Source: an optimization exercise on an open RTL-to-GDS flow (aim: small area, a short achievable clock period and few clock cycles). Production flows keep margins and buffers that such runs may drop. Function was checked by simulation only, so behaviour that the tests miss may differ from the original. The clock port is modelled as an ideal driver, which makes a skipped or thinned clock tree look cheaper than it is; a real chip needs a root buffer or a tree. Power and IR drop assume default switching activity.

## SME
module SME(
  input clk,
  input reset,
  input [7:0] chardata,
  input isstring,
  input ispattern,
  output valid,
  output match,
  output [4:0] match_index
  );
  reg         s_prev, p_prev;  
  reg [255:0] str;             
  reg [4:0]   lm1;             
  reg [4:0]   base;            
  reg [31:0]  m;
  reg         valid_r, match_r;
  reg [4:0]   idx_r;
  wire [31:0] m_n;
  genvar q;
  generate
    for (q = 0; q < 32; q = q + 1) begin : g_slot
      wire in_str = (q <= lm1);
      wire eq = (str[8*q +: 8] == chardata);
      if (q == 31)
        assign m_n[q] = eq & ~p_prev & in_str;
      else
        assign m_n[q] = eq & (p_prev ? m[q+1] : in_str);
    end
  endgenerate
  reg [4:0] top;
  integer i;
  always @(*) begin
    top = 5'd0;
    for (i = 0; i < 32; i = i + 1)
      if (m[i]) top = i;
  end
  wire any = |m;
  always @(posedge clk) begin
    if (reset) begin
      s_prev <= 1'b0;
      p_prev <= 1'b0;
      valid_r <= 1'b0;
    end else begin
      s_prev <= isstring;
      p_prev <= ispattern;
      valid_r <= p_prev & ~ispattern;
    end
    if (isstring) begin
      str <= {str[247:0], chardata};
      lm1 <= s_prev ? lm1 + 5'd1 : 5'd0;
    end
    if (ispattern)
      base <= p_prev ? base - 5'd1 : lm1;
    m <= m_n;
    match_r <= any;
    idx_r <= any ? base - top : 5'd0;
  end
  assign valid = valid_r;
  assign match = match_r;
  assign match_index = idx_r;
endmodule
For scale: ~310 flip-flops, about 13000 um^2 of cells after synthesis.
Settings: LEC_CHECK=0, CAP_MARGIN=20, CORE_MARGIN=2, CORE_UTILIZATION=40, SETUP_SLACK_MARGIN=5, SLEW_MARGIN=20; clock period 8.0 ns.
run.sh (not shown) runs the stock make flow with config.mk's settings and CLKGATE_MAP_FILE= SYNTH_SCRIPT=/design/flow/synth_recipe.tcl, a recipe that flattens the netlist after the stock synthesis.
Testbench counts at the start, summed over its fixed seeds: cycles 4,687.
Then changed:
==> flow/flow/run.sh (new file) <==
#!/bin/bash
set -euo pipefail
bash standard.sh SETUP_SLACK_MARGIN=5.5 "CTS_ARGS=-sink_clustering_enable -repair_clock_nets -buf_list sky130_fd_sc_hd__clkbuf_16 -sink_clustering_size 25 -sink_clustering_max_diameter 80 -dont_use_dummy_load" finish > standard_flow.log 2>&1
==> flow/standard.sh (new file) <==
#!/bin/bash
# synth_recipe.tcl (not shown) runs the flow's synth.tcl, then flattens the netlist and writes it again
# the make line also repeats each setting of config.mk as NAME=value (left out here)
make -C /OpenROAD-flow-scripts/flow DESIGN_CONFIG=/design/flow/config.mk WORK_HOME=/design/flow/orfs CLKGATE_MAP_FILE= SYNTH_SCRIPT=/design/flow/synth_recipe.tcl "${@:-finish}"
--- a/flow/config.mk
+++ b/flow/config.mk
@@ -10,3 +10,3 @@
 export CORE_UTILIZATION = 40
-export SETUP_SLACK_MARGIN = 5
+export CTS_BUF_LIST = sky130_fd_sc_hd__clkbuf_4
 export SLEW_MARGIN = 20
removed: flow/run.sh
Maximum frequency grows by about 15%.
Power shrinks by about 16%.
Final cell count stays flat.
Via count grows by 1.6%.
Sequential power is about the same.
Area after synthesis does not change.
Wire length grows by about 10%.
Worst setup slack gets better by 0.39 ns.
Sequential cell count stays the same.
Then changed:
==> flow/flow/run.sh (replaced) <==
#!/bin/bash
set -euo pipefail
bash standard.sh SETUP_SLACK_MARGIN=5.5 "CTS_ARGS=-sink_clustering_enable -repair_clock_nets -buf_list sky130_fd_sc_hd__clkbuf_8 -sink_clustering_size 16 -sink_clustering_max_diameter 60 -dont_use_dummy_load" finish > standard_flow.log 2>&1
Effect:
- cell count decreases by 2.3%
- final area decreases by 4.6%
- die area does not change
- first-iteration DRC count decreases by 13%
Then changed:
--- a/flow/config.mk
+++ b/flow/config.mk
@@ -9,3 +9,3 @@
 export CORE_MARGIN = 2
-export CORE_UTILIZATION = 40
+export CORE_UTILIZATION = 60
 export CTS_BUF_LIST = sky130_fd_sc_hd__clkbuf_4
Result: The new run produced a clean layout; wire length climbs slightly; power drops slightly; utilization climbs by 22 points; global-route usage climbs by 7.8 points; die area drops by a quarter to a third; final cell count drops by roughly a tenth; synthesized cell count does not change.
Then changed:
==> flow/run.sh (new file) <==
#!/bin/bash
# synth_recipe.tcl (not shown) runs the flow's synth.tcl, then flattens the netlist and writes it again
# the make line also repeats each setting of config.mk as NAME=value (left out here)
make -C /OpenROAD-flow-scripts/flow DESIGN_CONFIG=/design/flow/config.mk WORK_HOME=/design/flow/orfs CLKGATE_MAP_FILE= SYNTH_SCRIPT=/design/flow/synth_recipe.tcl finish
--- a/flow/config.mk
+++ b/flow/config.mk
@@ -9,4 +9,6 @@
 export CORE_MARGIN = 2
-export CORE_UTILIZATION = 60
-export CTS_BUF_LIST = sky130_fd_sc_hd__clkbuf_4
+export CORE_UTILIZATION = 40
+export CTS_BUF_LIST = sky130_fd_sc_hd__clkbuf_8
+export CTS_CLUSTER_SIZE = 40
+export SETUP_SLACK_MARGIN = 5
 export SLEW_MARGIN = 20
removed: flow/flow/run.sh
removed: flow/standard.sh
Design area climbs by a few percent.
Routed wire length climbs by a few percent.
Synthesized area does not change.
Utilization fell by 21 points.
Die area goes up by well over a third.

* * *

SME again, from the RTL that the note above started with.
Settings: LEC_CHECK=0, CAP_MARGIN=20, CORE_MARGIN=2, CORE_UTILIZATION=40, CTS_BUF_LIST=sky130_fd_sc_hd__clkbuf_4, SLEW_MARGIN=20; clock period 8.0 ns.
standard.sh (not shown) runs the stock make flow with config.mk's settings and CLKGATE_MAP_FILE= SYNTH_SCRIPT=/design/flow/synth_recipe.tcl, a recipe that flattens the netlist after the stock synthesis.
==> flow/flow/run.sh <==
#!/bin/bash
set -euo pipefail
bash standard.sh SETUP_SLACK_MARGIN=6.0 finish > standard_flow.log 2>&1
Testbench counts at the start, summed over its fixed seeds: cycles 4,687.
==> next run, changes <==
==> flow/run.sh (new file) <==
#!/bin/bash
# synth_recipe.tcl (not shown) runs the flow's synth.tcl, then flattens the netlist and writes it again
# the make line also repeats each setting of config.mk as NAME=value (left out here)
make -C /OpenROAD-flow-scripts/flow DESIGN_CONFIG=/design/flow/config.mk WORK_HOME=/design/flow/orfs CLKGATE_MAP_FILE= SYNTH_SCRIPT=/design/flow/synth_recipe.tcl finish
Settings changed: SETUP_SLACK_MARGIN set to 5.
removed: flow/flow/run.sh
removed: flow/standard.sh
- critical path depth stays the same
- worst setup slack degrades by 0.13 ns
- cell area falls by 13%
- via count falls by 9.5%
- power came out lower by 4.5%
==> next run, changes <==
==> flow/flow/run.sh (new file) <==
#!/bin/bash
set -euo pipefail
bash standard.sh SETUP_SLACK_MARGIN=5.5 "CTS_ARGS=-sink_clustering_enable -repair_clock_nets -buf_list sky130_fd_sc_hd__clkbuf_4 -dont_use_dummy_load" finish > standard_flow.log 2>&1
==> flow/standard.sh (new file) <==
#!/bin/bash
# synth_recipe.tcl (not shown) runs the flow's synth.tcl, then flattens the netlist and writes it again
# the make line also repeats each setting of config.mk as NAME=value (left out here)
make -C /OpenROAD-flow-scripts/flow DESIGN_CONFIG=/design/flow/config.mk WORK_HOME=/design/flow/orfs CLKGATE_MAP_FILE= SYNTH_SCRIPT=/design/flow/synth_recipe.tcl "${@:-finish}"
Settings changed: SETUP_SLACK_MARGIN 5 to not set.
removed: flow/run.sh
Outcome: Non-clock buffer count went up by 3; design area decreases by 2.1%; worst setup slack gains 0.15 ns; clock-buffer cell count drops by 49; core utilization falls by 0.98 points; power drops by 12%; global-route usage decreases by 0.86 points; first-iteration DRC count fell by 32%; cell count shrinks by 4.2%; synthesized cell count does not change; critical path depth does not change.
==> next run, changes <==
==> flow/flow/run.sh (replaced) <==
#!/bin/bash
set -euo pipefail
bash standard.sh SETUP_SLACK_MARGIN=5.5 finish > standard_flow.log 2>&1
The new run finished with timing, DRC and antenna clean.
Setup slack gets worse by 0.026 ns.
Core utilization is higher by 1.9 points.
Maximum frequency is lower by about 1%.
Worst hold slack gets better by 0.026 ns.
Power is higher by 18%.
Clock skew is lower by 0.024 ns.

* * *

== v22 ==
Another version of the RTL of SME (not shown whole).
Size in the first run: roughly 930 cells after synthesis, about 310 flip-flops, about 19 I/O pins, roughly 0.013 mm2 of cells after synthesis.
Settings: LEC_CHECK=0, CAP_MARGIN=20, CORE_MARGIN=2, CORE_UTILIZATION=55, SLEW_MARGIN=20, SYNTH_HIERARCHICAL=1, SYNTH_MINIMUM_KEEP_SIZE=0; clock period 8.0 ns.
==> flow/flow/run.sh <==
#!/bin/bash
set -euo pipefail
export PRE_CTS_TCL="$PWD/flow/cts_pre.tcl"
bash standard.sh SETUP_SLACK_MARGIN=5.6 finish > standard_flow.log 2>&1
==> flow/flow/cts_pre.tcl <==
# Sourced by ORFS's cts.tcl before clock_tree_synthesis (PRE_CTS_TCL): build
# the two-level clock tree here and turn that call into setting the clock
# propagated, which is all it would add once the tree exists.
source [file join [file dirname [info script]] two_level_cts.tcl]
two_level_clock_tree sky130_fd_sc_hd__clkbuf_8 sky130_fd_sc_hd__clkbuf_16 4 5
rename clock_tree_synthesis orfs_clock_tree_synthesis
proc clock_tree_synthesis { args } {
  puts "clock_tree_synthesis replaced by the two-level tree from cts_pre.tcl"
  set_propagated_clock [all_clocks]
}
Other scripts of this flow, unchanged in this note and not shown: flow/flow/two_level_cts.tcl
v22 went all the way through the flow, and no timing, DRC or antenna check failed.
Testbench counts of v22, summed over its fixed seeds: cycles 4,687.
[inputs] v52 vs v22
Settings: a change of CORE_UTILIZATION from 55 to 40.
==> flow/flow/run.sh <==
#!/bin/bash
set -euo pipefail
export PRE_CTS_TCL="$PWD/flow/cts_pre.tcl"
bash standard.sh SETUP_SLACK_MARGIN=5.55 finish > standard_flow.log 2>&1
==> comparison <==
- v22 and v52 all finish clean.
- [v52 vs v22] hold slack: lower in v52
- What v22 reported for first-iteration DRC count has to be multiplied by 1.19 to get the figure for v52.
- v52 vs v22, flip-flop and latch share of the layout cell area went down by 0.60 points.
Relative to v52, the following input files were edited for v10:
==> flow/flow/run.sh <==
#!/bin/bash
set -euo pipefail
export PRE_CTS_TCL="$PWD/flow/cts_pre.tcl"
bash standard.sh SETUP_SLACK_MARGIN=5.6 finish > standard_flow.log 2>&1
--- a/flow/flow/cts_pre.tcl
+++ b/flow/flow/cts_pre.tcl
@@ -4,3 +4,3 @@
 source [file join [file dirname [info script]] two_level_cts.tcl]
-two_level_clock_tree sky130_fd_sc_hd__clkbuf_8 sky130_fd_sc_hd__clkbuf_16 4 5
+two_level_clock_tree sky130_fd_sc_hd__clkbuf_16 sky130_fd_sc_hd__clkbuf_16 4 4
 rename clock_tree_synthesis orfs_clock_tree_synthesis
Findings:
- Number of cells on the critical path sits lower in v10 than in v52.
- Compared with v52, v10 shows a data arrival time at the worst-slack endpoint that is 1.86 ns lower.
- Diff v10 and v52: sequential cell fraction of total power higher in v52
- Cmp v10 vs v52: sequential share of layout area lower in v10
- Tapcell count essentially unchanged between v52 and v10.
- v10: combinational group share of total power 0.5 points below v52
#### Input delta (v21 over v10)
--- a/flow/flow/cts_pre.tcl
+++ b/flow/flow/cts_pre.tcl
@@ -4,3 +4,3 @@
 source [file join [file dirname [info script]] two_level_cts.tcl]
-two_level_clock_tree sky130_fd_sc_hd__clkbuf_16 sky130_fd_sc_hd__clkbuf_16 4 4
+two_level_clock_tree sky130_fd_sc_hd__clkbuf_8 sky130_fd_sc_hd__clkbuf_16 4 5
 rename clock_tree_synthesis orfs_clock_tree_synthesis
### Flow results
No stage failed in v21, and the final checks on the layout all came back clean.
v21 vs. v10: minimum clock period after layout has increased; filler-free cell count of the finished design was more or less identical; via count shows an increase of about 0.5%; fraction of power consumed by the clock network went down.
Diff v10..v21 | routed wire length | negligible
Taking v10 as the reference point, the amount of wire on met3 after detailed routing of v21 rises by 6.9%.
Sort v21 and v10 by leakage power total asc -> top: v21
Internal power contribution shrinks by a few percent when moving from v10 to v21.
In v21, the final area came out 0.83% below the value in v10.
~same wire length the detailed router placed on met1 in v21 and v10
Between v10 and v21, the global-route usage does not differ in any meaningful way.
Relative to v21, the following input files were edited for v28:
Settings: TNS_END_PERCENT now 5, previously not set.
### Flow results
- v28 -> v21: post-route worst hold slack flat
- v28 ended up with sky130_fd_sc_hd__dfxtp_1 as its highest-delay cell along the critical path; v21 ended up with sky130_fd_sc_hd__or4_4.
- Diff v21 -> v28: cell area did not really move; combinational power has remained practically unchanged; wire length per cell about even; fraction of final layout cells with drive strength greater than 1 shows a reduction of 1.0 points.
- The via count reported for v28 is higher than the one for v21.
- Fmax was higher in the run labelled v21.
- v28 -> v21: part of the Yosys area used for sequential elements delta 0, exact match
## Diff of input files: v51 against v28
Settings: changing CORE_UTILIZATION from 40 to 30; removing TNS_END_PERCENT (formerly 5).
--- outcome ---
- Compared with v28, v51 shows a post-route worst hold slack that is 0.0096 ns higher.
- | number of failing setup endpoints in the final timing report | v28 vs v51 | ≈ equal |
- Comparing v28 and v51, setup slack is higher on v51.
- Relative to v28, v51 degrades routed wire length.
- Density: v51 sparser than v28
In every run of this note, the design's own scripts or RTL, not TritonCTS, make the clock network.

-- re-timing with driven ports --
The results above use ideal ports. As a check the final layouts listed here were re-extracted and re-timed, cells and wires unchanged.
Step 1 assumes that a clkbuf_16 drives the clock port and a buf_2 every other input.
Step 2 moves the port delays by t, midway between the first and last clock arrival at a register: inputs arrive t later, outputs are due t later. That takes back most of the time a late clock gives input paths.
Three values: ideal, step 1, step 2; two values: the first two.
run	t, ns	setup WS [ns]	hold slack, ns	latest minus earliest clock arrival (ns)	worst register clock-pin slew, ns
the first run of note 1	0.550	5.061 / 5.012 / 4.609	0.465 / 0.465 / 0.465	0.017 / 0.017	0.06 / 0.06
the second run of note 1	0.551	5.449 / 5.397 / 5.002	0.463 / 0.463 / 0.463	0.042 / 0.041	0.10 / 0.10
the third run of note 1	0.623	5.390 / 5.344 / 4.899	0.435 / 0.435 / 0.435	0.043 / 0.043	0.10 / 0.10
the fourth run of note 1	0.585	5.377 / 5.334 / 4.978	0.416 / 0.416 / 0.416	0.065 / 0.065	0.10 / 0.10
the fifth run of note 1	0.609	5.161 / 5.184 / 4.574	0.463 / 0.463 / 0.463	0.035 / 0.035	0.07 / 0.07
the first run of note 2	0.724	5.271 / 5.223 / 5.069	0.444 / 0.444 / 0.444	0.079 / 0.078	0.08 / 0.08
the second run of note 2	0.730	5.143 / 5.101 / 4.554	0.448 / 0.448 / 0.448	0.046 / 0.047	0.08 / 0.08
the third run of note 2	0.689	5.298 / 5.251 / 4.848	0.419 / 0.419 / 0.419	0.096 / 0.096	0.07 / 0.07
the fourth run of note 2	0.727	5.272 / 5.225 / 4.848	0.445 / 0.445 / 0.445	0.050 / 0.050	0.08 / 0.08
v22	0.384	5.623 / 5.559 / 5.193	0.467 / 0.467 / 0.467	0.019 / 0.019	0.10 / 0.10
v52	0.388	5.648 / 5.571 / 5.220	0.461 / 0.461 / 0.461	0.021 / 0.021	0.10 / 0.10
v10	0.391	5.661 / 5.576 / 5.232	0.469 / 0.469 / 0.469	0.013 / 0.013	0.08 / 0.08
v21	0.388	5.652 / 5.570 / 5.209	0.461 / 0.461 / 0.461	0.021 / 0.021	0.10 / 0.10
v28	0.387	5.513 / 5.429 / 5.207	0.461 / 0.461 / 0.461	0.020 / 0.020	0.10 / 0.10
v51	0.390	5.632 / 5.546 / 5.229	0.470 / 0.470 / 0.470	0.017 / 0.017	0.11 / 0.11
After both steps setup and hold are still met in every run listed. For the second run of note 2, which loses most, drivers alone change the setup slack by -0.042 ns; drivers and shift together by -0.589 ns.
